What follows belongs to an exercise in optimizing a design on an open flow for small area, a short achievable clock period and few clock cycles; a production flow would make more cautious choices. Only simulation tests tie the RTL to the original design; equivalence was not proved.

==> v39 <==
// milestone1
module milestone1(
   input  logic        clock,
   input  logic        resetn,
   input  logic [15:0] SRAM_read_data,
   output logic [17:0] SRAM_address,
   output logic [15:0] SRAM_write_data,
   output logic        SRAM_we_n,
   input  logic        M1_start,
   output logic        M1_end
);
Settings: LEC_CHECK=0, CAP_MARGIN=20, CORE_MARGIN=2, CORE_UTILIZATION=40, SLEW_MARGIN=20, SYNTH_HIERARCHICAL=1, SYNTH_MINIMUM_KEEP_SIZE=0; clock period 11.0 ns.
run.sh (not shown) runs the stock make flow with config.mk's settings and CLKGATE_MAP_FILE= SYNTH_SCRIPT=/design/flow/synth_recipe.tcl, a recipe that flattens the netlist after the stock synthesis.
==> v12: changes against v39 <==
--- a/flow/design.v
+++ b/flow/design.v
@@ -751,35 +751,68 @@
 wire ub_w118 = pu[7] | ub_w72;
 wire [26:0] ub_a = {~1'b0, pu[8], ~ub_w117, ub_w115, ub_w113, ub_w111, ub_w109, ub_w107, ub_w105, ub_w103, ub_w101, ub_w99, ub_w97, ub_w95, ub_w93, ub_w91, ub_w89, ub_w87, ub_w85, ub_w83, ub_w81, ub_w79, ub_w77, ub_w75, pu3[2], pu3[1], pu3[0]};
 wire [26:0] ub_b = {1'b0, ub_w118, ub_w116, ub_w114, ub_w112, ub_w110, ub_w108, ub_w106, ub_w104, ub_w102, ub_w100, ub_w98, ub_w96, ub_w94, ub_w92, ub_w90, ub_w88, ub_w86, ub_w84, ub_w82, ub_w80, ub_w78, ub_w76, ub_w74, ub_w73, 1'b0, 1'b0};
 wire [14:0] ub_lo = {1'b0, ub_a[13:0]} + {1'b0, ub_b[13:0]};
 logic [12:0] ub_ha, ub_hb; logic ub_c;
 always_ff @(posedge clock) begin ub_ha <= ub_a[26:14]; ub_hb <= ub_b[26:14]; ub_c <= ub_lo[14]; end
 wire [12:0] ub_s = (ub_ha + ub_hb + {12'd0, ub_c});
 wire [7:0] ub8 = ub_s[12] ? 8'd0 : (|ub_s[11:10]) ? 8'd255 : ub_s[9:2];
-wire t_we    = !st && ((t <= 5'd4) || (t == 5'd9));
-wire t_yrd   = (t == 5'd5) || (t == 5'd8 && !(st && g78)) || (t == 5'd14);
-wire t_crd   = (t == 5'd6) || (t == 5'd7) || (t == 5'd10) || (t == 5'd11) || (t == 5'd15);
-wire t_le    = (t == 5'd1) || (t == 5'd8);
+logic [4:0] tn;
+logic [6:0] grn;
+logic       stn;
+always_comb begin
+   tn = t; grn = gr; stn = st;
+   if (run) begin
+      if (t == 5'd9) begin
+         tn = 5'd0;
+         grn = last_grp ? 7'd0 : gr + 7'd1;
+         if (last_grp) stn = 1'b0;
+      end else if (t == 5'd4)
+         tn = last_grp ? 5'd10 : 5'd5;
+      else if (t == 5'd15)
+         tn = 5'd7;
+      else
+         tn = t + 5'd1;
+   end
+end
+wire n_g78  = (grn == 7'd78);
+wire n_last = (grn == 7'd79);
+logic t_we, t_yrd, t_le, isv;
+logic [1:0] coff;
 logic sh, sh_bus, sh_stu, sh_stv;    
+logic d_sh, d_bus, d_stu, d_stv;
 always_comb begin
-   sh = 1'b0; sh_bus = 1'b0; sh_stu = 1'b0; sh_stv = 1'b0;
-   case (t)
-      5'd0:  begin sh = 1'b1; sh_bus = !g78; end
-      5'd1, 5'd2, 5'd3: sh = last_grp;
-      5'd4:  begin sh = 1'b1; sh_stu = !g78 && !last_grp; end
-      5'd7:  begin sh = 1'b1; sh_stv = !g78; end
-      5'd9:  begin sh = 1'b1; sh_bus = (gr != 7'd77); end
-      5'd13, 5'd14: begin sh = 1'b1; sh_bus = 1'b1; end
-      5'd10, 5'd15: begin sh = 1'b1; sh_stu = 1'b1; end
-      5'd11: begin sh = 1'b1; sh_stv = 1'b1; end
+   d_sh = 1'b0; d_bus = 1'b0; d_stu = 1'b0; d_stv = 1'b0;
+   case (tn)
+      5'd0:  begin d_sh = 1'b1; d_bus = !n_g78; end
+      5'd1, 5'd2, 5'd3: d_sh = n_last;
+      5'd4:  begin d_sh = 1'b1; d_stu = !n_g78 && !n_last; end
+      5'd7:  begin d_sh = 1'b1; d_stv = !n_g78; end
+      5'd9:  begin d_sh = 1'b1; d_bus = (grn != 7'd77); end
+      5'd13, 5'd14: begin d_sh = 1'b1; d_bus = 1'b1; end
+      5'd10, 5'd15: begin d_sh = 1'b1; d_stu = 1'b1; end
+      5'd11: begin d_sh = 1'b1; d_stv = 1'b1; end
       default: ;
    endcase
 end
+always_ff @(posedge clock or negedge resetn) begin
+   if (!resetn) begin
+      t_we <= 1'b0; t_yrd <= 1'b0; t_le <= 1'b0; isv <= 1'b0; coff <= 2'd0;
+      sh <= 1'b0; sh_bus <= 1'b0; sh_stu <= 1'b0; sh_stv <= 1'b0;
+   end else begin
+      t_we  <= !stn && ((tn <= 5'd4) || (tn == 5'd9));
+      t_yrd <= (tn == 5'd5) || (tn == 5'd8 && !(stn && n_g78)) || (tn == 5'd14);
+      t_le  <= (tn == 5'd1) || (tn == 5'd8);
+      isv   <= (tn == 5'd7) || (tn == 5'd11);
+      coff  <= ((tn == 5'd6) || (tn == 5'd7)) ? (n_g78 ? (stn ? 2'd0 : 2'd1) : 2'd2)
+             : ((tn == 5'd10) || (tn == 5'd11)) ? 2'd1 : 2'd2;
+      sh <= d_sh; sh_bus <= d_bus; sh_stu <= d_stu; sh_stv <= d_stv;
+   end
+end
 wire [7:0] sh_in = sh_bus ? SRAM_read_data[15:8] : sh_stu ? st_u : sh_stv ? st_v : win[10];
 wire [8:0] nu = t_le ? {win[4][7], ~win[4][7], win[4][6:0]} : cu;
 wire [8:0] nv = t_le ? {win[5][7], ~win[5][7], win[5][6:0]} : ival;
 always_ff @(posedge clock) begin
    if (sh) begin
       for (int i = 1; i < 11; i++) win[i] <= win[i+1];
       win[11] <= sh_in;
    end
@@ -796,26 +829,17 @@
    h2 <= ub8;
    case (t)
       5'd0, 5'd3: SRAM_write_data <= {ur8, ug8};
       5'd1, 5'd4: SRAM_write_data <= {h1, ur8};
       5'd2, 5'd5, 5'd10: SRAM_write_data <= {h1, h2};
       default: ;
    endcase
 end
-logic [16:0] cbase;
-always_comb begin
-   case (t)
-      5'd6:    cbase = g78 ? (st ? 17'd38400 : 17'd38401) : 17'd38402;
-      5'd7:    cbase = g78 ? (st ? 17'd57600 : 17'd57601) : 17'd57602;
-      5'd10:   cbase = 17'd38401;
-      5'd11:   cbase = 17'd57601;
-      default: cbase = 17'd38402;
-   endcase
-end
+wire [16:0] cbase = (isv ? 17'd57600 : 17'd38400) + {15'd0, coff};
 wire [17:0] caddr = {3'b000, yaddr[15:1]} + {1'b0, cbase};
 wire fin = (t == 5'd0) && img_done;    
 always_ff @(posedge clock or negedge resetn) begin
    if (!resetn) begin
       t <= 5'd6;
       run <= 1'b0;
       st <= 1'b1;
       gr <= 7'd78;
@@ -826,26 +850,19 @@
    end else if (!run) begin
       SRAM_we_n <= 1'b1;
       if (M1_start && !M1_end) run <= 1'b1;
    end else begin
       if (fin) begin
          run <= 1'b0;
          M1_end <= 1'b1;
       end
-      if (t == 5'd9) begin
-         t <= 5'd0;
-         gr <= last_grp ? 7'd0 : gr + 7'd1;
-         if (last_grp) st <= 1'b0;
-      end else if (t == 5'd4)
-         t <= last_grp ? 5'd10 : 5'd5;
-      else if (t == 5'd15)
-         t <= 5'd7;
-      else
-         t <= t + 5'd1;
+      t <= tn;
+      gr <= grn;
+      st <= stn;
       SRAM_we_n <= ~t_we | fin;
       if (t_we) waddr <= waddr + 18'd1;
       if (t_yrd) yaddr <= yaddr + 16'd1;
    end
 end
 always_ff @(posedge clock) begin
    if (t_we)       SRAM_address <= waddr;
    else if (t_yrd) SRAM_address <= {2'b00, yaddr};
==> flow/flow/run.sh (new file) <==
#!/bin/bash
# The standard layout; the timing repair aims at a tighter setup target
# (repair_timing setup margin). Clock and constraints are unchanged.
set -euo pipefail
bash standard.sh SETUP_SLACK_MARGIN=7.8 finish > standard.log 2>&1
==> flow/standard.sh (new file) <==
#!/bin/bash
# synth_recipe.tcl (not shown) runs the flow's synth.tcl, then flattens the netlist and writes it again
# the make line also repeats each setting of config.mk as NAME=value (left out here)
make -C /OpenROAD-flow-scripts/flow DESIGN_CONFIG=/design/flow/config.mk WORK_HOME=/design/flow/orfs CLKGATE_MAP_FILE= SYNTH_SCRIPT=/design/flow/synth_recipe.tcl "${@:-finish}"
removed: flow/run.sh
==> comparison <==
- Against v39, the critical path depth of v12 is lower by 11.
- Flip-flop and latch count: v39 is lower than v12 (10).
- Of v12 and v39, v12 has the higher via count (gap about 6%, measured against v39).
==> figures <==
item	v12	v39
Run status	finished clean	finished clean
Area of the core	0.0540 mm2	0.0535 mm2
Post-DR wirelength/cell	19.3 um	19.4 um
Chip height	238 um	236 um
Multi-input logic cell count	1,158	1,131
P&R area growth vs syn	15.6%	12.9%
Library cell contributing the largest single delay on the critical path	sky130_fd_sc_hd__fa_2	sky130_fd_sc_hd__dfstp_2
Count of cells along the worst register-to-register path	6	17
Testbench counts of v39, summed over its fixed seeds: cycles 1,157,880.
Testbench counts of v12, summed over its fixed seeds: cycles 1,157,880.

* * *

==> willow: inputs <==
milestone1, a different RTL version from the one above (not shown whole).
clock: 11.0 ns
lec_check: 0
cap_margin: 20
core_margin: 2
core_utilization: 40
cts_cluster_diameter: 100
cts_cluster_size: 30
slew_margin: 20
synth_hierarchical: 1
synth_minimum_keep_size: 0
standard.sh (not shown) runs the stock make flow with config.mk's settings and CLKGATE_MAP_FILE= SYNTH_SCRIPT=/design/flow/synth_recipe.tcl, a recipe that flattens the netlist after the stock synthesis.
==> flow/flow/run.sh <==
#!/bin/bash
# The standard layout; the timing repair aims at a tighter setup target
# (repair_timing setup margin), the clock tree is built without dummy loads, and
# the port buffers are plain buffers. Clock and constraints are unchanged.
set -euo pipefail
bash standard.sh SETUP_SLACK_MARGIN=7.8 \
  "CTS_ARGS=-sink_clustering_enable -repair_clock_nets -sink_clustering_size 30 -sink_clustering_max_diameter 100 -dont_use_dummy_load" \
  "BUFFER_PORTS_ARGS=-buffer_cell sky130_fd_sc_hd__buf_2" \
  finish > standard.log 2>&1
==> garnet: changes against willow <==
--- a/flow/design.v
+++ b/flow/design.v
@@ -831,41 +831,39 @@
       5'd0, 5'd3: SRAM_write_data <= {ur8, ug8};
       5'd1, 5'd4: SRAM_write_data <= {h1, ur8};
       5'd2, 5'd5, 5'd10: SRAM_write_data <= {h1, h2};
       default: ;
    endcase
 end
 wire [16:0] cbase = (isv ? 17'd57600 : 17'd38400) + {15'd0, coff};
 wire [17:0] caddr = {3'b000, yaddr[15:1]} + {1'b0, cbase};
-logic we;                     
-assign SRAM_we_n = ~we;
 wire fin = (t == 5'd0) && img_done;    
 always_ff @(posedge clock or negedge resetn) begin
    if (!resetn) begin
       t <= 5'd6;
       run <= 1'b0;
       st <= 1'b1;
       gr <= 7'd78;
       yaddr <= 16'd0;
       waddr <= 18'd146944;
-      we <= 1'b0;
+      SRAM_we_n <= 1'b1;
       M1_end <= 1'b0;
    end else if (!run) begin
-      we <= 1'b0;
+      SRAM_we_n <= 1'b1;
       if (M1_start && !M1_end) run <= 1'b1;
    end else begin
       if (fin) begin
          run <= 1'b0;
          M1_end <= 1'b1;
       end
       t <= tn;
       gr <= grn;
       st <= stn;
-      we <= t_we & ~fin;
+      SRAM_we_n <= ~t_we | fin;
       if (t_we) waddr <= waddr + 18'd1;
       if (t_yrd) yaddr <= yaddr + 16'd1;
    end
 end
 always_ff @(posedge clock) begin
    if (t_we)       SRAM_address <= waddr;
    else if (t_yrd) SRAM_address <= {2'b00, yaddr};
    else            SRAM_address <= caddr;
==> flow/run.sh (new file) <==
#!/bin/bash
# synth_recipe.tcl (not shown) runs the flow's synth.tcl, then flattens the netlist and writes it again
# the make line also repeats each setting of config.mk as NAME=value (left out here)
make -C /OpenROAD-flow-scripts/flow DESIGN_CONFIG=/design/flow/config.mk WORK_HOME=/design/flow/orfs CLKGATE_MAP_FILE= SYNTH_SCRIPT=/design/flow/synth_recipe.tcl finish
==> flow/config.mk (replaced) <==
export PLATFORM = sky130hd
export DESIGN_NAME = milestone1
export DESIGN_NICKNAME = milestone1
export VERILOG_FILES = /design/flow/design.v
export SDC_FILE = /design/flow/constraint.sdc
export NUM_CORES = 4
export LEC_CHECK = 0
export CAP_MARGIN = 20
export CORE_MARGIN = 2
export CORE_UTILIZATION = 40
export SLEW_MARGIN = 20
export SYNTH_HIERARCHICAL = 1
export SYNTH_MINIMUM_KEEP_SIZE = 0
removed: flow/flow/run.sh
removed: flow/standard.sh
==> indigo: changes against willow <==
--- a/flow/design.v
+++ b/flow/design.v
@@ -831,41 +831,39 @@
       5'd0, 5'd3: SRAM_write_data <= {ur8, ug8};
       5'd1, 5'd4: SRAM_write_data <= {h1, ur8};
       5'd2, 5'd5, 5'd10: SRAM_write_data <= {h1, h2};
       default: ;
    endcase
 end
 wire [16:0] cbase = (isv ? 17'd57600 : 17'd38400) + {15'd0, coff};
 wire [17:0] caddr = {3'b000, yaddr[15:1]} + {1'b0, cbase};
-logic we;                     
-assign SRAM_we_n = ~we;
 wire fin = (t == 5'd0) && img_done;    
 always_ff @(posedge clock or negedge resetn) begin
    if (!resetn) begin
       t <= 5'd6;
       run <= 1'b0;
       st <= 1'b1;
       gr <= 7'd78;
       yaddr <= 16'd0;
       waddr <= 18'd146944;
-      we <= 1'b0;
+      SRAM_we_n <= 1'b1;
       M1_end <= 1'b0;
    end else if (!run) begin
-      we <= 1'b0;
+      SRAM_we_n <= 1'b1;
       if (M1_start && !M1_end) run <= 1'b1;
    end else begin
       if (fin) begin
          run <= 1'b0;
          M1_end <= 1'b1;
       end
       t <= tn;
       gr <= grn;
       st <= stn;
-      we <= t_we & ~fin;
+      SRAM_we_n <= ~t_we | fin;
       if (t_we) waddr <= waddr + 18'd1;
       if (t_yrd) yaddr <= yaddr + 16'd1;
    end
 end
 always_ff @(posedge clock) begin
    if (t_we)       SRAM_address <= waddr;
    else if (t_yrd) SRAM_address <= {2'b00, yaddr};
    else            SRAM_address <= caddr;
==> flow/run.sh (new file) <==
#!/bin/bash
# synth_recipe.tcl (not shown) runs the flow's synth.tcl, then flattens the netlist and writes it again
# the make line also repeats each setting of config.mk as NAME=value (left out here)
make -C /OpenROAD-flow-scripts/flow DESIGN_CONFIG=/design/flow/config.mk WORK_HOME=/design/flow/orfs CLKGATE_MAP_FILE= SYNTH_SCRIPT=/design/flow/synth_recipe.tcl finish
removed: flow/flow/run.sh
removed: flow/standard.sh
==> summary of the runs <==
Against willow, the synthesized cell count of indigo is smaller by 1.0%.
First-iteration DRC count, lowest first: willow, indigo, garnet.
Global-route usage: indigo < willow < garnet.
Worst setup slack: willow > garnet > indigo.
Of willow and indigo, willow has the higher fmax (gap 8.0%, measured against indigo).
Final cell count, lowest first: indigo, garnet, willow.
Testbench counts of willow, summed over its fixed seeds: cycles 1,157,880.
Testbench counts of garnet, summed over its fixed seeds: cycles 1,157,880.
Testbench counts of indigo, summed over its fixed seeds: cycles 1,157,880.

## afterwards: timing with drivers on the ports
In the flow no input, the clock included, has a driving cell. The finished layouts below were timed again as built, in two steps. Step 1, drivers: a clkbuf_16 drives clock and a buf_2 each remaining input, both assumed. Step 2, shift: input delay + t, output delay - t, t = (earliest + latest rising clock arrival at the registers) / 2. This alone moves slack from input paths to output paths. Slacks: no drivers / after step 1 / after step 2; pairs: no drivers / after step 1.
run	t (ns)	setup slack, ns	worst setup path after step 2	latest minus earliest clock arrival (ns)	worst data-port slew with drivers (ns)
v39	0.593	7.077 / 7.077 / 7.077	register to register	0.022 / 0.022	0.06
v12	0.629	7.474 / 7.474 / 7.474	register to register	0.018 / 0.018	0.04
willow	0.578	7.437 / 7.437 / 7.437	register to register	0.063 / 0.063	0.03
garnet	0.629	7.169 / 7.110 / 7.270	register to register	0.052 / 0.053	0.04
indigo	0.605	7.152 / 7.094 / 7.262	register to register	0.057 / 0.057	0.04
After both steps every run listed still meets setup and hold.
